This design comes from an exercise in tuning for small area on the open sky130 flow, not from production work. Only simulation tests tie the RTL to the original design; equivalence was not proved. Power and IR drop assume default switching activity.

## flow/run.sh

```bash
#!/bin/bash
# synth_recipe.tcl (not shown) runs the flow's synth.tcl, then flattens the netlist and writes it again
# the make line also repeats each setting of config.mk as NAME=value (left out here)
make -C /OpenROAD-flow-scripts/flow DESIGN_CONFIG=/design/flow/config.mk WORK_HOME=/design/flow/orfs CLKGATE_MAP_FILE= SYNTH_SCRIPT=/design/flow/synth_recipe.tcl finish
```

## flow/config.mk

```make
export PLATFORM = sky130hd
export DESIGN_NAME = Frankie
export DESIGN_NICKNAME = Frankie
export VERILOG_FILES = /design/flow/design.v
export SDC_FILE = /design/flow/constraint.sdc
export NUM_CORES = 4
export LEC_CHECK = 0
export CAP_MARGIN = 20
export CORE_MARGIN = 2
export CORE_UTILIZATION = 40
export PLACE_DENSITY = 0.6
export SLEW_MARGIN = 20
```

## flow/constraint.sdc

```tcl
create_clock -name core_clock -period 8.0 [get_ports {clock}]
set_input_delay 1.6000 -clock core_clock [delete_from_list [all_inputs] [get_ports {clock}]]
set_output_delay 1.6000 -clock core_clock [all_outputs]
set_load 0.01 [all_outputs]
```

## flow/design.v

```verilog
`timescale 1ns / 1ps
module register_component(
   input [15:0] in,
   input clock,
   input write,
   output wire [15:0] out,
	input reset
    );
	reg [15:0] internal;
	always @(posedge clock)
	begin
		if (reset)
		begin
			internal <= 16'b0000000000000000;
		end
		else if (write)
		begin
			internal <= in;
		end
	end
	assign out = internal;
endmodule
`timescale 1ns / 1ps
module left_shift_2(
    input [15:0] in,
    output reg [15:0] out
    );
	always@* begin
		out <= {in[13:0], 2'b00};
	end
endmodule
`timescale 1ns / 1ps
module sign_extender(
    input [7:0] in,
    output reg [15:0] out
    );
	always@* begin
		if (in[7] == 0) 
			out <= {8'b00000000, in}; 
		else
			out <= {8'b11111111, in};
	end 
endmodule
`timescale 1ns / 1ps
module zeroextender(
    input [7:0] in,
    output reg [15:0] out
    );
	always@* begin
		out <= {8'b00000000, in}; 
	end 
endmodule
`timescale 1ns / 1ps
module alu(
	input [15:0] mary,
	input [15:0] sp,
	input [15:0] shelley,
	input [15:0] zext_imm,
	input [15:0] sext_imm,
	input [15:0] sext_ls_imm,
	input [0:0] SrcA,
	input [1:0] SrcB,
	input [3:0] AluOp,
	input clock,
	output [15:0] out,
	output Overflow,
	input reset
	);
	reg [15:0] A;  
	reg [15:0] B;  
	reg [15:0] AluOut;  
	register_component AluOutReg(
	.in(AluOut),
	.clock(clock),
	.write(1'b1),
	.out(out),
	.reset(reset)
	);
	always @ *
	begin
		case(SrcA)
			1'b0: A = mary;
			1'b1: A = sp;
		endcase
		case(SrcB)
			2'b00: B = shelley;
			2'b01: B = zext_imm;
			2'b10: B = sext_imm;
			2'b11: B = sext_ls_imm;
		endcase
	end
	wire [16:0] add;  
	assign add = A + B;
	assign CarryOut = add[16];
	wire [15:0] sub;  
	assign sub = A - B;
	wire slt;  
	assign slt = (sub[15] == 1'b1) ? 1 : 0;
	wire seq;  
	assign seq = (sub == 0) ? 1 : 0;
	wire sgt;  
	assign sgt = (~slt & ~seq);
	always @*
	begin
		case(AluOp)
		4'b0000:  
			AluOut = A & B;
		4'b0001:  
			AluOut = A | B;
		4'b0010:  
			AluOut = add[15:0];
		4'b0011:  
			AluOut = sub;
		4'b0100:  
			AluOut = slt;
		4'b0101:  
			AluOut = sgt;
		4'b0110:  
			AluOut = seq;
		4'b0111:  
			AluOut = B;
		4'b1000:  
			AluOut = A << B;
		4'b1001:  
			AluOut = A >> B;
		default:
			AluOut = 16'b0000000000000000;
		endcase
	end
endmodule
`timescale 1ns / 1ps
module RegBlock(
	input [15:0] memval,
	input [15:0] aluout,
	input [15:0] immediate,
	input [15:0] pc,
	input mary_write,
	input shelley_write,
	input comp_write,
	input ra_write,
	input [2:0] mary_src,
	input [1:0] shelley_src,
	input ra_src,  
	input clock,
	output [15:0] mary_out,
	output [15:0] shelley_out,
	output [15:0] comp_out,
	output [15:0] ra_out,
	input reset,
	input [15:0] comary,
	input [15:0] coshelley,
	input [15:0] cocomp,
	input [15:0] cora
	);
	reg [15:0] mary_in;
	reg [15:0] shelley_in;
	reg [15:0] ra_in;
	always @*
	begin
		case(mary_src)
			3'b000: mary_in = memval;
			3'b001: mary_in = aluout;
			3'b010: mary_in = shelley_out;
			3'b011: mary_in = immediate;
			3'b100: mary_in = comary;  
			default: mary_in = memval;
		endcase
		case(shelley_src)
			2'b00: shelley_in = memval;
			2'b01: shelley_in = immediate;
			2'b10: shelley_in = mary_out;
			default: shelley_in = memval;
		endcase
		case(ra_src)
			1'b0: ra_in = memval;
			1'b1: ra_in = pc;
		endcase
	end
register_component mary(
	.in(mary_in),
	.clock(clock),
	.write(mary_write),
	.out(mary_out),
	.reset(reset)
	);
register_component shelley(
	.in(shelley_in),
	.clock(clock),
	.write(shelley_write),
	.out(shelley_out),
	.reset(reset)
	);
register_component comp(
	.in(aluout),
	.clock(clock),
	.write(comp_write),
	.out(comp_out),
	.reset(reset)
	);
register_component ra(
	.in(ra_in),
	.clock(clock),
	.write(ra_write),
	.out(ra_out),
	.reset(reset)
	);
endmodule
`timescale 1ns / 1ps
module RegBlock_backup(
	input [15:0] mary,
	input [15:0] shelley,
	input [15:0] comp,
	input [15:0] ra,
	input clock, 
	input in_kernel,
	output [15:0] comary_out,
	output [15:0] coshelley_out,
	output [15:0] cocomp_out,
	output [15:0] cora_out,
	input reset
	);
register_component comary(
	.in(mary),
	.clock(clock),
	.write(~in_kernel),
	.out(comary_out),
	.reset(reset)
	);
register_component coshelley(
	.in(shelley),
	.clock(clock),
	.write(~in_kernel),
	.out(coshelley_out),
	.reset(reset)
	);
endmodule
`timescale 1ns / 1ps
module RegBlockAndAlu(
	input [15:0] memval,
	input [7:0] immediate,
	input [15:0] sp,
	input [15:0] pc,
	input mary_write,
	input shelley_write,
	input comp_write,
	input ra_write,
	input [2:0] mary_src,
	input [1:0] shelley_src,
	input ra_src,  
	input clock,
	input [0:0] SrcA,
	input [1:0] SrcB,
	input [3:0] AluOp,
	output overflow,
	output [15:0] mary_output,
	output [15:0] shelley_output,
	output [15:0] comp_output,
	output [15:0] ra_output,
	output [15:0] zext_imm_output,
	output [15:0] sext_imm_output,
	output [15:0] sext_ls_imm_output,
	input reset,
	input in_kernel
	);
	wire [15:0] mary_reg_out;
	wire [15:0] shelley_reg_out;
	wire [15:0] comp_reg_out;
	wire [15:0] ra_reg_out;
	reg [15:0] mary_out;
	reg [15:0] shelley_out;
	reg [15:0] comp_out;
	reg [15:0] ra_out;
	wire [15:0] zeroextender_out;
	wire [15:0] signextender_out;
	wire [15:0] leftshifter_out;
	reg [15:0] zext_imm;
	reg [15:0] sext_imm;
	reg [15:0] sext_ls_imm;
	wire [15:0] aluout_wire;
	reg [15:0] aluout_reg;
	wire Overflow;
	always @ *
	begin
		zext_imm = zeroextender_out;
		sext_imm = signextender_out;
		sext_ls_imm = leftshifter_out;
		mary_out = mary_reg_out;
		shelley_out = shelley_reg_out;
		ra_out = ra_reg_out;
		comp_out = comp_reg_out;
	end
	assign ra_output = ra_reg_out;
	assign comp_output = comp_reg_out;
	assign shelley_output = shelley_reg_out;
	assign mary_output = mary_reg_out;
	assign zext_imm_output = zeroextender_out;
	assign sext_imm_output = signextender_out;
	assign sext_ls_imm_output = leftshifter_out;
zeroextender zeroextender(
	.in(immediate),
	.out(zeroextender_out)
	);
sign_extender signextender(
	.in(immediate),
	.out(signextender_out)
	);
left_shift_2 leftshifter(
	.in(sext_imm),
	.out(leftshifter_out)
	);
wire [15:0] comary_out;
wire [15:0] coshelley_out;
wire [15:0] cocomp_out;
wire [15:0] cora_out;
RegBlock RegBlock(
	.memval(memval),
	.aluout(aluout_wire),
	.immediate(sext_imm),
	.pc(pc),
	.mary_write(mary_write),
	.shelley_write(shelley_write),
	.comp_write(comp_write),
	.ra_write(ra_write),
	.mary_src(mary_src),
	.shelley_src(shelley_src),
	.ra_src(ra_src),
	.clock(clock),
	.mary_out(mary_reg_out),
	.shelley_out(shelley_reg_out),
	.comp_out(comp_reg_out),
	.ra_out(ra_reg_out),
	.reset(reset),
	.comary(comary_out),
	.coshelley(coshelley_out),
	.cocomp(cocomp_out),
	.cora(cora_out)
);
RegBlock_backup cop(
	.mary(mary_reg_out),
	.shelley(shelley_reg_out),
	.comp(comp_reg_out),
	.ra(ra_reg_out),
	.clock(clock),
	.in_kernel(in_kernel),
	.comary_out(comary_out),
	.coshelley_out(coshelley_out),
	.cocomp_out(cocomp_out),
	.cora_out(cora_out),
	.reset(reset)
	);
alu alu(
	.mary(mary_out),
	.sp(sp),
	.shelley(shelley_out),
	.zext_imm(zext_imm),
	.sext_imm(sext_imm),
	.sext_ls_imm(sext_ls_imm),
	.SrcA(SrcA),
	.SrcB(SrcB),
	.AluOp(AluOp),
	.clock(clock),
	.out(aluout_wire),
	.Overflow(Overflow),
	.reset(reset)
);
endmodule
`timescale 1ns / 1ps
module pc_block(
	input clock,
	input [3:0] pcSrc,
	input[15:0] immAddr,
	input[15:0] se_immAddr,
	input[15:0] ra,
	input[15:0] mary,
	input [15:0] comp,
	input pcWrite,
	input reset,
	output wire [15:0] pcOut,
	input in_kernel
	);
	reg pcWrite2;
	reg[15:0] muxOut;  
	register_component pc (
		.in(muxOut),
		.clock(clock),
		.write(pcWrite && pcWrite2),
		.out(pcOut),
		.reset(reset)
	);
	wire [15:0] copc_out;
	register_component copc(
		.in(pcOut),
		.clock(clock),
		.write(~in_kernel),
		.out(copc_out),
		.reset(reset)		
	);
	always @*
	begin
		pcWrite2 = (~comp & pcSrc[2] & pcSrc[1]) ? 0 : 1;
		case( pcSrc )
			 4'b0000 : muxOut = pcOut + 1;
			 4'b0001 : muxOut = se_immAddr + pcOut;
			 4'b0010 : muxOut = immAddr;
			 4'b0011 : muxOut = ra;
			 4'b0100 : muxOut = mary;
			 4'b0101 : muxOut = (mary << 4) + pcOut;
			 4'b0110 : muxOut = immAddr;
			 4'b0111 : muxOut = (se_immAddr + pcOut);
			 4'b1000 : muxOut = 254;  
			 4'b1001 : muxOut = copc_out;
			 default : muxOut = pcOut;
		endcase
	end
endmodule
`timescale 1ns / 1ps
module sp_block(
	input clock,
	input [1:0] spSrc,
	input spWrite,
	input reset,
	output wire [15:0] spCur
	);
	reg[15:0] muxOut;  
	register_component sp (
		.in(muxOut),
		.clock(clock),
		.write(spWrite),
		.out(spCur),
		.reset(reset)
	);
	always @*
	begin
				case( spSrc )
				 2'b00 : muxOut = spCur;
				 2'b01 : muxOut = spCur + 1;
				 2'b10 : muxOut = spCur - 1;
				 default : muxOut = spCur;
				endcase
	end
endmodule
`timescale 1ns / 1ps
module memory_datapath(
    input clock,
    input MemWrite,
    input [1:0] MemSrc,
    input [2:0] MemDst,
    input [15:0] pc,
    input [15:0] sp_in,
    input [15:0] ze_imm,
    input [15:0] ls_imm,
    input [15:0] MaryData,
    input [15:0] ShelleyData,
    input [15:0] RAData,
    output [15:0] mem_out,
	 input reset,
	 output [15:0] mem_addr,
	 output [15:0] mem_wdata,
	 output mem_we,
	 input [15:0] mem_rdata
    );
     reg [15:0] mux_to_mem_addr;
     reg [15:0] mux_to_mem_data;
     wire [15:0] mem_val = 0;
     always @* begin
			case (MemDst)
				3'b000: begin  
					mux_to_mem_addr = pc;
				end
            3'b001: begin  
                mux_to_mem_addr = ze_imm;
            end
            3'b010: begin  
                mux_to_mem_addr = MaryData;
            end
            3'b011: begin  
                mux_to_mem_addr = ShelleyData;
            end
            3'b100: begin  
                mux_to_mem_addr = sp_in + 1;
            end
            3'b101: begin  
                mux_to_mem_addr = sp_in + ls_imm;
            end
				3'b110: begin  
					mux_to_mem_addr = sp_in;
				end
            default: begin
                mux_to_mem_addr = pc;
            end
        endcase        
        case (MemSrc)
            2'b00: begin  
                mux_to_mem_data = MaryData;
            end
            2'b01: begin  
                mux_to_mem_data = ShelleyData;
            end
            2'b10: begin  
                mux_to_mem_data = RAData;
            end
				2'b11: begin  
					mux_to_mem_data = ze_imm;
				end
            default: begin
            end
        endcase
     end
	  assign mem_addr = mux_to_mem_addr;
	  assign mem_wdata = mux_to_mem_data;
	  assign mem_we = MemWrite;
	  assign mem_out = mem_rdata;
endmodule
`timescale 1ns / 1ps
module PCSPandMemoryBlock(
    input clock,
	 input MemWrite,
	 input [1:0] MemSrc,
	 input [2:0] MemDst,
	 input [15:0] ze_imm,
	 input [15:0] ls_imm,
	 input [15:0] se_imm,
	 input [15:0] MaryData,
	 input [15:0] ShelleyData,
	 input [15:0] RAData,
	 input [15:0] CompData,
	 input [3:0] PCSrc,
	 input [1:0] SPSrc,
	 input PCWrite,
	 input SPWrite,
	 input InstWrite,
	 input reset,
	 input [15:0] io_in,
	 output [15:0] io_out,
	 output [15:0] mem_data_out,
	 output [15:0] Inst_out,
	 output [15:0] pc_out,
	 output [15:0] sp_out,
	 input in_kernel,
	 output [15:0] mem_addr,
	 output [15:0] mem_wdata,
	 output mem_we,
	 input [15:0] mem_rdata
	 );
	 wire [15:0] mem_out;
	 reg new_MemWrite;
	 reg [15:0] io_in_reg;
	 reg [15:0] io_out_reg;
	 always @* begin
		if (ze_imm == 255) begin
			io_in_reg = io_in;
			new_MemWrite = 1'b0;
		end else begin
			io_in_reg = mem_out;
			new_MemWrite = MemWrite;
		end
	 end
	 always @ (posedge clock) begin
		if (reset)
			io_out_reg <= 16'b0000000000000000;
		else if (ze_imm == 255 && MemWrite == 1'b1 && Inst_out[14:10] == 5'b10100)
			io_out_reg <= MaryData;
	 end
	 assign mem_data_out = io_in_reg;
	 assign io_out = io_out_reg;
pc_block pc_block(
		.clock(clock),
		.pcSrc(PCSrc),
		.immAddr(ze_imm),
		.se_immAddr(se_imm),
		.ra(RAData),
		.mary(MaryData),
		.comp(CompData),
		.pcWrite(PCWrite),
		.reset(reset),
		.pcOut(pc_out),
		.in_kernel(in_kernel)
	);
sp_block sp_block(
		.clock(clock),
		.spSrc(SPSrc),
		.spWrite(SPWrite),
		.reset(reset),
		.spCur(sp_out)
	);
memory_datapath memory_datapath(
		.clock(clock),
		.MemWrite(new_MemWrite),
		.MemSrc(MemSrc),
		.MemDst(MemDst),
		.pc(pc_out),
		.sp_in(sp_out),
		.ze_imm(ze_imm),
		.ls_imm(ls_imm),
		.MaryData(MaryData),
		.ShelleyData(ShelleyData),
		.RAData(RAData),
		.mem_out(mem_out),
		.reset(reset),
		.mem_addr(mem_addr),
		.mem_wdata(mem_wdata),
		.mem_we(mem_we),
		.mem_rdata(mem_rdata)
	);
register_component Inst(
	.in(mem_out),
	.clock(clock),
	.write(InstWrite),
	.out(Inst_out),
	.reset(reset)
	);
endmodule
`timescale 1ns / 1ps
module ProcessorSansControl(
	input clock,
	input MemWrite,
	input [1:0] MemSrc,
	input [2:0] MemDst,
	input [3:0] PCSrc,
	input [1:0] SPSrc,
	input PCWrite,
	input SPWrite,
	input InstWrite,
	input reset,
	input mary_write,
	input shelley_write,
	input comp_write,
	input ra_write,
	input [2:0] mary_src,
	input [1:0] shelley_src,
	input ra_src,
	input SrcA,
	input [1:0] SrcB,
	input [3:0] AluOp,
	input [15:0] io_in,
	output [15:0] io_out,
	output overflow_output,
	output [15:0] instruction,
	input in_kernel,
	output [15:0] pc_out,
	output [15:0] mem_addr,
	output [15:0] mem_wdata,
	output mem_we,
	input [15:0] mem_rdata
   );
	wire [15:0] mem_out;
	wire [15:0] pc;
	assign pc_out = pc;
	wire [15:0] sp;
	wire [15:0] comp;
	wire [15:0] ra;
	wire [15:0] shelley;
	wire [15:0] mary;
	wire [15:0] sext_imm;
	wire [15:0] sext_ls_imm;
	wire [15:0] zext_imm;
PCSPandMemoryBlock PCSPandMemoryBlock(
	.clock(clock),
	.MemWrite(MemWrite),
	.MemSrc(MemSrc),
	.MemDst(MemDst),
	.ze_imm(zext_imm),
	.ls_imm(sext_ls_imm),
	.se_imm(sext_imm),
	.MaryData(mary),
	.ShelleyData(shelley),
	.RAData(ra),
	.CompData(comp),
	.PCSrc(PCSrc),
	.SPSrc(SPSrc),
	.PCWrite(PCWrite),
	.SPWrite(SPWrite),
	.InstWrite(InstWrite),
	.reset(reset),
	.io_in(io_in),
	.io_out(io_out),
	.mem_data_out(mem_out),
	.Inst_out(instruction),
	.pc_out(pc),
	.sp_out(sp),
	.in_kernel(in_kernel),
	.mem_addr(mem_addr),
	.mem_wdata(mem_wdata),
	.mem_we(mem_we),
	.mem_rdata(mem_rdata)
	);
	reg [15:0] inst_reg;
	always @*
	begin
		inst_reg = instruction;
	end
RegBlockAndAlu RegBlockAndAlu(
	.memval(mem_out),
	.immediate(inst_reg[9:2]),
	.sp(sp),
	.pc(pc),
	.mary_write(mary_write),
	.shelley_write(shelley_write),
	.comp_write(comp_write),
	.ra_write(ra_write),
	.mary_src(mary_src),
	.shelley_src(shelley_src),
	.ra_src(ra_src),
	.clock(clock),
	.SrcA(SrcA),
	.SrcB(SrcB),
	.AluOp(AluOp),
	.overflow(overflow),
	.mary_output(mary),
	.shelley_output(shelley),
	.comp_output(comp),
	.ra_output(ra),
	.zext_imm_output(zext_imm),
	.sext_imm_output(sext_imm),
	.sext_ls_imm_output(sext_ls_imm),
	.reset(reset),
	.in_kernel(in_kernel)
	);
	assign overflow_output = overflow;
endmodule
`timescale 1ns / 1ps
module control_unit(
    input [4:0] OPCODE,
    input flagbit,
	 input [15:0] io_in,
	 input [15:0] pc,
    output reg MemRead,
    output reg MemWrite,
    output reg [1:0] MemSrc,
    output reg RegWrite,
    output reg MaryWrite,
    output reg ShelleyWrite,
    output reg CompWrite,
    output reg RAWrite,
    output reg PCWrite,
    output reg SPWrite,
	 output reg InstWrite, 
    output reg [2:0] MarySrc,
    output reg [1:0] ShelleySrc,
    output reg RASrc,
    output reg [3:0] PCSrc,
    output reg [1:0] SPSrc,
    output reg RegDst,
	 output reg [2:0] MemDst,
    output reg RegData,
    output reg SrcA,
    output reg [1:0] SrcB,
    output reg [3:0] ALUOP,
	 output reg in_kernel,
	 input wire CLK,
	 input wire Reset 
	 );
	 reg [3:0] current_state;
	 reg [3:0] next_state;
	 reg max_state; 
	 reg in_kernel_q;
	parameter Fetch = 0; 
	parameter Decode = 1; 
	parameter Third = 2;  
	parameter Fourth = 3; 
	parameter Fifth = 4;
	always@ (posedge CLK) begin
		if(Reset)
		begin
			current_state <= Fetch; 
			in_kernel_q <= 1'b0;
		end
		else
		begin
			if (io_in != 16'b0000000000000000 && in_kernel == 0)  
				current_state <= Fifth;
			else
				current_state <= next_state;
			if (current_state == Fifth)
				in_kernel_q <= 1'b1;
		end
	end 
	always @* begin
		MemRead = 0;
		MemWrite = 0; 
		MemSrc = 0; 
		RegWrite = 0; 
		MaryWrite = 0; 
		ShelleyWrite = 0; 
		CompWrite = 0; 
		RAWrite = 0; 
		PCWrite = 0; 
		SPWrite = 0; 
		InstWrite = 0; 
		MarySrc = 0; 
		ShelleySrc = 0;
		RASrc = 0; 
		PCSrc = 0; 
		SPSrc = 0; 
		RegDst = 0; 
		MemDst = 0;
		RegData = 0; 
		SrcA = 0; 
		SrcB = 0; 
		ALUOP = 0; 
		max_state = 0; 
		in_kernel = in_kernel_q;
	case(current_state) 
		Fetch:
			if (pc == 255)  
			begin
				PCWrite = 1'b1; 
				PCSrc = 4'b1001;
				MaryWrite = 1'b1;
				MarySrc = 3'b100;
			end
			else
			begin
				PCWrite = 1'b1; 
				PCSrc = 4'b0000;
				MemWrite = 1'b0; 
				MemDst = 3'b000;
				InstWrite = 1'b0; 
			end 
		Decode:
			begin 
				MemRead = 0;
				MemWrite = 0; 
				MemSrc = 0; 
				RegWrite = 0; 
				MaryWrite = 0; 
				ShelleyWrite = 0; 
				CompWrite = 0; 
				RAWrite = 0; 
				PCWrite = 0; 
				SPWrite = 0; 
				InstWrite = 1; 
				MarySrc = 0; 
				ShelleySrc = 0;
				RASrc = 0; 
				PCSrc = 0; 
				SPSrc = 0; 
				RegDst = 0; 
				MemDst = 0;
				RegData = 0; 
				SrcA = 0; 
				SrcB = 0; 
				ALUOP = 0; 
			end 
	endcase 
	if (current_state == Fifth)
	begin
		PCSrc = 4'b1000;
		PCWrite = 1;
		in_kernel = 1;
	end
	if (current_state == 2 || current_state == 3)
	begin
	case (OPCODE)
		5'b00000: begin
		case (flagbit)
			0:  
			begin
				MaryWrite = 1'b1; 
				MarySrc = 3'b011;
			end
			1:  
			begin
				ShelleyWrite = 1'b1; 
				ShelleySrc = 2'b01; 
			end
			endcase
		end
		5'b00001:  
		begin
			MemDst = 3'b100; 
			SPWrite = 1'b1;
			SPSrc = 2'b01;
			MemWrite = 1'b1; 
			MemSrc = 2'b11;
		end
		5'b00010: begin
		case (flagbit)
			0:  
				begin
				case (current_state)
					2: begin
						SrcA = 1'b0;
						SrcB = 2'b01;
						ALUOP = 4'b0010;
						max_state = 1;
					end
					3: begin
						MaryWrite = 1'b1;  
						MarySrc = 3'b001; 
					end
				endcase
				end
			1:  
				begin
				case (current_state)
					2: begin
						SrcA = 1'b0;
						SrcB = 2'b00;
						ALUOP = 4'b0010;
						max_state = 1;
					end
					3: begin
						MaryWrite = 1'b1;  
						MarySrc = 3'b001; 
					end
				endcase
				end
			endcase
		end
		5'b00011: begin
		case (flagbit)
			0:  
			begin
				case (current_state)
					2: begin
						SrcA = 1'b0;
						SrcB = 2'b01;
						ALUOP = 4'b0011;
						max_state = 1; 
						end
					3: begin
						MaryWrite = 1'b1;  
						MarySrc = 3'b001; 
						end
				endcase
			end
			1:  
			begin
				case (current_state)
					2: begin
						SrcA = 1'b0;
						SrcB = 2'b00;
						ALUOP = 4'b0011;
						max_state = 1; 
					end
					3: begin
						MaryWrite = 1'b1;  
						MarySrc = 3'b001; 
					end
				endcase
			end
			endcase
			end
		5'b00100: begin
		case (flagbit)
			0:  
				begin
				case (current_state)
					2: begin
						MemWrite = 1'b0; 
						MemDst = 3'b101; 
						max_state = 1; 
						end
					3: begin
						MaryWrite = 1'b1;
						MarySrc = 3'b000;
						end
				endcase
				end
			1:  
				begin
				case (current_state)
					2: begin
						MemWrite = 1'b0; 
						MemDst = 3'b101; 
						max_state = 1; 
						end
					3: begin
						ShelleyWrite = 1'b1;
						ShelleySrc = 2'b00;
						end
				endcase
				end
			endcase
			end
		5'b00101: begin
		case (flagbit)
			0:  
				begin
				case (current_state)
					2: begin
						MemWrite = 1'b0; 
						MemDst = 3'b110; 
						max_state = 1; 
						end
					3: begin
						SPWrite = 1'b1; 
						SPSrc = 2'b10; 
						MaryWrite = 1'b1; 
						MarySrc = 3'b000; 
						end
				endcase
				end
			1:  
				begin
				case (current_state)
					2: begin
						MemWrite = 1'b0; 
						MemDst = 3'b110; 
						max_state = 1; 
						end
					3: begin
						SPWrite = 1'b1; 
						SPSrc = 2'b10; 
						ShelleyWrite = 1'b1; 
						ShelleySrc = 2'b00; 
						end
				endcase
				end
			endcase
			end
		5'b00110: begin
		case (current_state)  
			2: begin
				MemWrite = 1'b0; 
				MemDst = 3'b110; 
				max_state = 1;
				end
			3: begin
				SPWrite = 1'b1; 
				SPSrc = 2'b10; 
				RAWrite = 1'b1; 
				RASrc = 2'b00; 
				end
			endcase
		end
		5'b00111: begin
		case (flagbit)
			0:  
				begin
				PCWrite = 1'b1;
				PCSrc = 4'b0010; 
				end
			1:  
				begin
				PCWrite = 1'b1;
				PCSrc = 4'b0001; 
				end
			endcase
			end
		5'b01000: begin
		case (flagbit)
			0:  
				begin
				PCWrite = 1'b1;
				PCSrc = 4'b0100;
				end
			1:  
				begin
				PCWrite = 1'b1;
				PCSrc = 4'b0101;
				end
			endcase
		end
		5'b01001: begin
		case (flagbit)
			0:  
				begin
				PCWrite = 1'b1;
				PCSrc = 4'b0110; 
				end
			1:  
				begin
				PCWrite = 1'b1;
				PCSrc = 4'b0111; 
				end
			endcase
		end
		5'b01010:  
			begin
			PCWrite = 1'b1;
			PCSrc = 4'b0011; 
			end
		5'b01011: begin
		case (flagbit)
			0:  
				begin
				RAWrite = 1'b1; 
				RASrc = 1'b1; 
				PCWrite = 1'b1;
				PCSrc = 4'b0010;
				end
			1:  
				begin
				RAWrite = 1'b1; 
				RASrc = 1'b1; 
				PCWrite = 1'b1;
				PCSrc = 4'b0001; 
				end
			endcase
		end
		5'b01100: begin
		case (flagbit)
			0: begin
			case (current_state)  
				2: begin
					SrcA = 1'b0; 
					SrcB = 2'b01; 
					ALUOP = 4'b0110;
					max_state = 1; 
					end
				3: begin
					CompWrite = 1'b1; 
					end
				endcase
			end
			1: begin
			case (current_state)  
				2: begin
					SrcA = 1'b0; 
					SrcB = 2'b00; 
					ALUOP = 4'b0110; 
					max_state = 1;
					end
				3: begin
					CompWrite = 1'b1; 
					end
				endcase
			end
			endcase
		end
		5'b01101: begin
		case (flagbit)
			0: begin
			case (current_state)  
				2: begin
					SrcA = 1'b0;
					SrcB = 2'b01; 
					ALUOP = 4'b0100;
					max_state = 1; 
					end
				3: begin
					CompWrite = 1'b1;
					end
				endcase
			end
			1: begin
			case (current_state)  
				2: begin
					SrcA = 1'b0;
					SrcB = 2'b00; 
					ALUOP = 4'b0100;
					max_state = 1; 
					end
				3: begin
					CompWrite = 1'b1; 
					end
				endcase
			end
			endcase
		end
		5'b01110: begin
		case (flagbit)
			0: begin
			case (current_state)  
				2: begin
					SrcA = 1'b0;
					SrcB = 2'b01; 
					ALUOP = 4'b0101;
					max_state = 1; 
					end
				3: begin
					CompWrite = 1'b1; 
					end
				endcase
			end
			1: begin
			case (current_state)  
				2: begin
					SrcA = 1'b0;
					SrcB = 2'b00; 
					ALUOP = 4'b0101;
					max_state = 1; 
					end
				3: begin
					CompWrite = 1'b1; 
					end
				endcase
			end
			endcase
		end
		5'b01111: begin
		case (flagbit)
			0: begin
			case (current_state)  
				2: begin
					SrcA = 1'b0; 
					SrcB = 2'b01; 
					ALUOP = 4'b0001;
					max_state = 1; 
					end
				3: begin
					MaryWrite = 1'b1; 
					MarySrc = 3'b001; 
					end
				endcase
			end
			1: begin
			case (current_state)  
				2: begin
					SrcA = 1'b0; 
					SrcB = 2'b00; 
					ALUOP = 4'b0001;
					max_state = 1; 
					end
				3: begin
					MaryWrite = 1'b1; 
					MarySrc = 3'b001; 
					end
				endcase
			end
			endcase
		end
		5'b10000: begin
		case (flagbit)
			0: begin
			case (current_state)  
				2: begin
					SrcA = 1'b0; 
					SrcB = 2'b01; 
					ALUOP = 4'b0000;
					max_state = 1; 
					end
				3: begin
					MaryWrite = 1'b1; 
					MarySrc = 3'b001; 
					end
				endcase
			end
			1: begin
			case (current_state)  
				2: begin
					SrcA = 1'b0; 
					SrcB = 2'b00; 
					ALUOP = 4'b0000;
					max_state = 1; 
					end
				3: begin
					MaryWrite = 1'b1; 
					MarySrc = 3'b001; 
					end
				endcase
			end
			endcase
		end
		5'b10001: begin
		case (flagbit)
			0: begin
			case (current_state)  
				2: begin
					SrcA = 1'b0; 
					SrcB = 2'b01;
					ALUOP = 4'b1000;
					max_state = 1; 
					end
				3: begin
					MaryWrite = 1'b1; 
					MarySrc = 3'b001;
					end
				endcase
			end
			1: begin
			case (current_state)  
				2: begin
					SrcA = 1'b0; 
					SrcB = 2'b00;
					ALUOP = 4'b1000;
					max_state = 1; 
					end
				3: begin
					MaryWrite = 1'b1; 
					MarySrc = 3'b001;
					end
				endcase
			end
			endcase
		end
		5'b10010: begin
		case (flagbit)
			0: begin
			case (current_state)  
				2: begin
					SrcA = 1'b0; 
					SrcB = 2'b01; 
					ALUOP = 4'b1001;
					max_state = 1; 
					end
				3: begin
					MaryWrite = 1'b1; 
					MarySrc = 3'b001; 
					end
				endcase
			end
			1: begin
			case (current_state)  
				2: begin
					SrcA = 1'b0; 
					SrcB = 2'b00; 
					ALUOP = 4'b1001;
					max_state = 1; 
					end
				3: begin
					MaryWrite = 1'b1; 
					MarySrc = 3'b001; 
					end
				endcase
			end
			endcase
		end
		5'b10011: begin
		case (flagbit)
			0: begin
			case (current_state)  
				2: begin
					MemWrite = 1'b0;
					MemDst = 3'b001;
					max_state = 1;
					end
				3: begin
					MaryWrite = 1'b1; 
					MarySrc = 3'b000; 
					end
				endcase
			end
			1: begin
			case (current_state)  
				2: begin
					MemWrite = 1'b0;
					MemDst = 3'b011;
					max_state = 1;
					end
				3: begin
					MaryWrite = 1'b1; 
					MarySrc = 3'b000; 
					end
				endcase
			end
			endcase
		end
		5'b10100: begin
		case (flagbit)
			0:  
				begin
				MemWrite = 1'b1;
				MemDst = 3'b001;
				MarySrc = 3'b000;
				end
			1:  
				begin
				MemWrite = 1'b1;
				MemDst = 3'b011;
				MarySrc = 3'b000;
				end
			endcase
		end
		5'b10101: begin
		case (flagbit)
			0:  
				begin
				SPWrite = 1'b1;
				SPSrc = 2'b01; 
				MemWrite = 1'b1; 
				MemDst = 3'b100; 
				MemSrc = 2'b00; 
				end
			1:  
				begin
				SPWrite = 1'b1;
				SPSrc = 2'b01; 
				MemWrite = 1'b1; 
				MemDst = 3'b100; 
				MemSrc = 2'b01; 
				end
			endcase
		end
		5'b10110:  
		begin
			SPWrite = 1'b1;
			SPSrc = 2'b01; 
			MemWrite = 1'b1; 
			MemDst = 3'b100; 
			MemSrc = 2'b10; 
		end
		5'b10111:  
		begin
		MaryWrite = 1'b1;
		MarySrc = 3'b010;
		ShelleyWrite = 1'b1;
		ShelleySrc = 2'b10;
		end
	endcase
	end
	end
	always @* begin
		next_state = Fetch;
		if(current_state == Fetch) begin
			next_state = Decode; 
		end
		if(current_state == Decode) begin
			next_state = Third; 
		end 
		if(current_state == Third && max_state == 0) begin
			next_state = Fetch; 
		end
		if(current_state == Third && max_state == 1) begin
			next_state = Fourth; 
		end
		if(current_state == Fourth) begin
			next_state = Fetch; 
		end 
		if(current_state == Fifth) begin
			next_state = Fetch;
		end
	end
endmodule
`timescale 1ns / 1ps
module Frankie(
	input clock,
	input reset,
	input [15:0] io_in,
	output [15:0] io_out,
	output [15:0] mem_addr,
	output [15:0] mem_wdata,
	output mem_we,
	input [15:0] mem_rdata
    );
	wire [15:0] inst_out;
	wire MemWrite;
	wire [1:0] MemSrc;
	wire [2:0] MemDst;
	wire [3:0] PCSrc;
	wire [1:0] SPSrc;
	wire PCWrite;
	wire SPWrite;
	wire InstWrite;
	wire mary_write;
	wire shelley_write;
	wire comp_write;
	wire ra_write;
	wire [2:0] mary_src;
	wire [1:0] shelley_src;
	wire ra_src;
	wire SrcA;
	wire [1:0] SrcB;
	wire [3:0] AluOp;
	wire in_kernel;
	wire [15:0] pc_out;
ProcessorSansControl processor(
		.clock(clock),
		.MemWrite(MemWrite),
		.MemSrc(MemSrc),
		.MemDst(MemDst),
		.PCSrc(PCSrc),
		.SPSrc(SPSrc),
		.PCWrite(PCWrite),
		.SPWrite(SPWrite),
		.InstWrite(InstWrite),
		.reset(reset),
		.mary_write(mary_write),
		.shelley_write(shelley_write),
		.comp_write(comp_write),
		.ra_write(ra_write),
		.mary_src(mary_src),
		.shelley_src(shelley_src),
		.ra_src(ra_src),
		.SrcA(SrcA),
		.SrcB(SrcB),
		.AluOp(AluOp),
		.io_in(io_in),
		.io_out(io_out),
		.overflow_output(overflow),
		.instruction(inst_out),
		.in_kernel(in_kernel),
		.pc_out(pc_out),
		.mem_addr(mem_addr),
		.mem_wdata(mem_wdata),
		.mem_we(mem_we),
		.mem_rdata(mem_rdata)
	);
	reg [15:0] inst;
	always @ *
	begin
		inst = inst_out;
	end
control_unit control(
		.OPCODE(inst[14:10]),
		.flagbit(inst[15]),
		.io_in(io_in),
		.pc(pc_out),
		.MemRead(MemRead),
		.MemWrite(MemWrite),
		.MemSrc(MemSrc),
		.RegWrite(RegWrite),
		.MaryWrite(mary_write),
		.ShelleyWrite(shelley_write),
		.CompWrite(comp_write),
		.RAWrite(ra_write),
		.PCWrite(PCWrite),
		.SPWrite(SPWrite),
		.InstWrite(InstWrite),
		.MarySrc(mary_src),
		.ShelleySrc(shelley_src),
		.RASrc(ra_src),
		.PCSrc(PCSrc),
		.SPSrc(SPSrc),
		.RegDst(RegDst),
		.MemDst(MemDst),
		.RegData(RegData),
		.SrcA(SrcA),
		.SrcB(SrcB),
		.ALUOP(AluOp),
		.in_kernel(in_kernel),
		.CLK(clock),
		.Reset(reset)
	);
endmodule
```

==> out/qor.log <==
INFO  status         outcome=timing/DRC/antenna clean
INFO  timing         worstMarginPinSlew=1080ps
INFO  grt            grt_use_total=32.7%
INFO  grt            global_route.overflow_total=0
INFO  final_layout   most_frequent_cells_in_the_layout=nand2_1 (276), a21oi_1 (240), nor2_1 (215)
INFO  logic_synthesis synthesis.yosys.warnings=21
INFO  detailed_routing route.antenna.remaining_nets=0
INFO  final_layout   final_area=16100um2
INFO  timing         period_utilization=79.2%
INFO  critical_path  cp_data_arrival_time=4730ps
INFO  logic_synthesis synth_enable_flop_cells=0
INFO  final_layout   layout-area-overhead-vs-synth=11.8%
INFO  placed_design  place.port_buffers=82
INFO  clocking       maximum_clock_insertion_buffer_count=2
INFO  final_layout   layout-drive-gt1-share=5.84%
INFO  detailed_routing mean_number_of_vias_per_cell=6.44
INFO  critical_path  setup.worst_path.start_class=flip-flop
INFO  clocking       number_of_buffers_created_by_cts=17
INFO  critical_path  r2r.worst_path.cells=16
INFO  power          leakage=5.93nW
INFO  final_layout   mostFrequentLayoutCell=nand2_1
INFO  clocking       clk-insertion-delay-late=460ps
INFO  job            cap_viol_max_count=0
INFO  clocking       clock_sink_count=163
INFO  logic_synthesis synthesis.nets=2190
INFO  detailed_routing routed_wirelength=63300um
INFO  critical_path  timing_worst_setup_path_type=reg -> out
INFO  floorplan      floorplan_core_area=35600um2
INFO  timing         final.setup.tns=0ps
INFO  critical_path  critical_path.max_fanout=19
INFO  grt            pin_count_of_the_biggest_net_entering_global_routing=94
INFO  detailed_routing route.detailed.wl_per_inst=25.1um
INFO  timing         setup_violations=0
INFO  floorplan      floorplan.rows=69
INFO  logic_synthesis syn_area_per_cell=6.98um2
INFO  clocking       cts.hold.buffers_added=0
INFO  grt            grt_antenna_before_repair=1
INFO  floorplan      dieWidth=194um
INFO  hold_path      whs_path_depth=2
INFO  logic_synthesis synth_seq_area_share=22.6%
INFO  placed_design  area_of_placed_instances=15500um2
INFO  clocking       clk_root_buffer_cell=clkbuf_16
INFO  logic_synthesis count_of_state_elements_after_synthesis=163
INFO  power          irDropWorstVdd=0.000158V
INFO  floorplan      dieArea=37600um2
INFO  floorplan      floorplan.initialDensity=40.6%
INFO  timing         period_needed=6330ps
INFO  critical_path  critical_path.max_stage_delay=790ps
INFO  logic_synthesis async_reset_ff_share=0%
INFO  floorplan      chipHeight=194um
INFO  critical_path  cells_along_the_critical_path=nor2b_1 > nand3_1 > nor3_1 > a31oi_1 > nand4_1 > buf_4 > o21ai_0 > a21oi_1 > o21ai_0 > nor2_1 > mux2_2 > nor2_1 > clkdlybuf4s50_1
INFO  timing         final_max_slew_viol_count=0
INFO  clocking       cts_setup_buffers=0
INFO  power          p_per_area=139nW/um2
INFO  floorplan      io_pins=83
INFO  detailed_routing drc=0
INFO  detailed_routing dr.first_iter.drc_count=2356
INFO  power          post-layout-total-power=2.25mW
INFO  critical_path  cp_data_required_time=6400ps
INFO  clocking       post_cts.resized_instances=0
INFO  detailed_routing num_vias=16200
INFO  logic_synthesis synth.cell_area=14400um2
INFO  timing         finClkSkew=17.5ps
INFO  critical_path  worst_path_max_delay_cell=a31oi_1
INFO  grt            via_count_of_the_first_global_routing_pass=14900
INFO  logic_synthesis number_of_instances_in_the_synthesized_netlist=2066
INFO  clocking       htree_levels=4
INFO  detailed_routing drt_first_pass_iters=9
INFO  grt            grt_first_pass_wirelength=94600um
INFO  placed_design  gpl.final_weighted_congestion=0.983
INFO  timing         slew_headroom=27.8%
INFO  clocking       cts_tree=built
INFO  logic_synthesis number_of_distinct_library_cells_after_synthesis=83
INFO  final_layout   final_net_count=2165
INFO  final_layout   fillers=3712
INFO  timing         max_freq=158MHz
INFO  hold_path      worst_min_path_class=reg -> reg
INFO  clocking       clkTransAtPathRegs=70ps
INFO  timing         rsz0062_at_grt=no
INFO  timing         hold_violations_final=0
INFO  critical_path  critical_path.endpoint_type=output pin
INFO  placed_design  dp_hpwl=46600um
INFO  logic_synthesis ys.flop_type=dfxtp_1
critical path: cells and delay by family (launching register included):
kind | cells | cell delay, ps
multiplexers | 1 | 270
AO/OA/AOI/OAI | 4 | 1100
AND/OR/NAND/NOR | 6 | 1250
buffers and inverters | 2 | 940
flip-flops | 1 | 720
layer usage:
metal / track usage (%) / wire length, um / up-vias / share of wire [%]
li1: - / - / 7452 / -
met1: 43.7 / 26500 / 7638 / 42
met2: 49.2 / 26600 / 928 / 42
met3: 10.3 / 7670 / 175 / 12
met4: 12.0 / 2510 / 0 / 4.0
met5: 0 / 0 / - / 0
report_power, final:
part / internal (mW) / switching, mW / total, mW / leakage [nW]
clock network: 0.459 / 0.390 / 0.849 / 0.285
logic: 0.185 / 0.293 / 0.478 / 4.32
registers: 0.844 / 0.0781 / 0.922 / 1.32
cell type report:
cell class,instances,area (um2),share of cell area [%]
multi-input combinational,1643,10200,63.3
sequential,163,3260,20.2
timing repair buffer,126,1150,7.12
tap,461,577,3.58
clock buffer,20,467,2.89
inverter,90,338,2.09
clock inverter,12,123,0.760
antenna,1,2.50,0.0155
synth_stat cells, drive strengths merged, types with 41 or more instances:
| cell type | number | area share, % |
|---|---|---|
| nand2 | 276 | 7.2 |
| a221oi | 41 | 2.5 |
| xnor2 | 52 | 3.2 |
| ha | 86 | 7.5 |
| nand3 | 59 | 2.0 |
| nor2 | 219 | 5.7 |
| clkbuf | 148 | 3.9 |
| mux2i | 42 | 2.9 |
| o21ai | 98 | 3.4 |
| dfxtp | 163 | 23 |
| a211oi | 56 | 2.9 |
| nor3 | 54 | 1.9 |
| inv | 90 | 2.3 |
| a21oi | 240 | 8.3 |
cells by family (layout without fill, tap and decap cells):
family	Yosys count	in the layout	share of synthesized area, %
multiplexers	52	52	3.70
AND/OR/NAND/NOR	747	747	23.3
other	0	1	0
flip-flops	163	163	22.6
AO/OA/AOI/OAI	682	682	31.1
adder cells (fa/ha/maj)	90	90	8.02
XOR/XNOR	72	72	4.37
buffers and inverters	260	248	6.87
per-stage QoR:
step | hold slack (ps) | instances | util [%] | setup slack [ps]
finish | 454 | 2516 | 45.3 | 1670
global route | 478 | 2515 | 45.3 | 1330
CTS | 455 | 2515 | 45.3 | 1770
detailed placement | 447 | 2483 | 43.7 | 2250
global placement | 439 | 2483 | 43.7 | 2350
floorplan | 436 | 2066 | - | 3550
final timing paths:
| kind | startpoint | endpoint | slack (ps) |
|---|---|---|---|
| setup / recovery | processor.PCSPandMemoryBlock.Inst.internal[13] | mem_addr[14] | 1670 |
| hold reg to reg | processor.PCSPandMemoryBlock.io_out_reg[7] | processor.PCSPandMemoryBlock.io_out_reg[7] | 450 |
| hold / removal | processor.PCSPandMemoryBlock.io_out_reg[7] | processor.PCSPandMemoryBlock.io_out_reg[7] | 450 |
| setup reg to reg | processor.PCSPandMemoryBlock.Inst.internal[14] | flip-flop | 2110 |

## re-timing with driven ports
No port has a modelled driver above. Below, the same layout with a new extraction and two added sets of constraints.
Step 1: set_driving_cell puts a clkbuf_16 on clock and a buf_2 on each other input, an assumption about the parent block.
Step 2 times the ports against the registers' clock, not the clock port: input delays grow and output delays shrink by t, the midpoint of the rising clock arrivals with the driver on.
Three values: ideal ports, drivers, drivers and shift; two values: the first two.
t, ns: 0.508
setup slack, ns: 1.667 / 1.612 / 2.113
clock arrival spread, ns: 0.018 / 0.017
After both steps this run still meets setup and hold. The setup slack of this run moves by -0.055 ns with the drivers and by +0.446 ns with both steps.
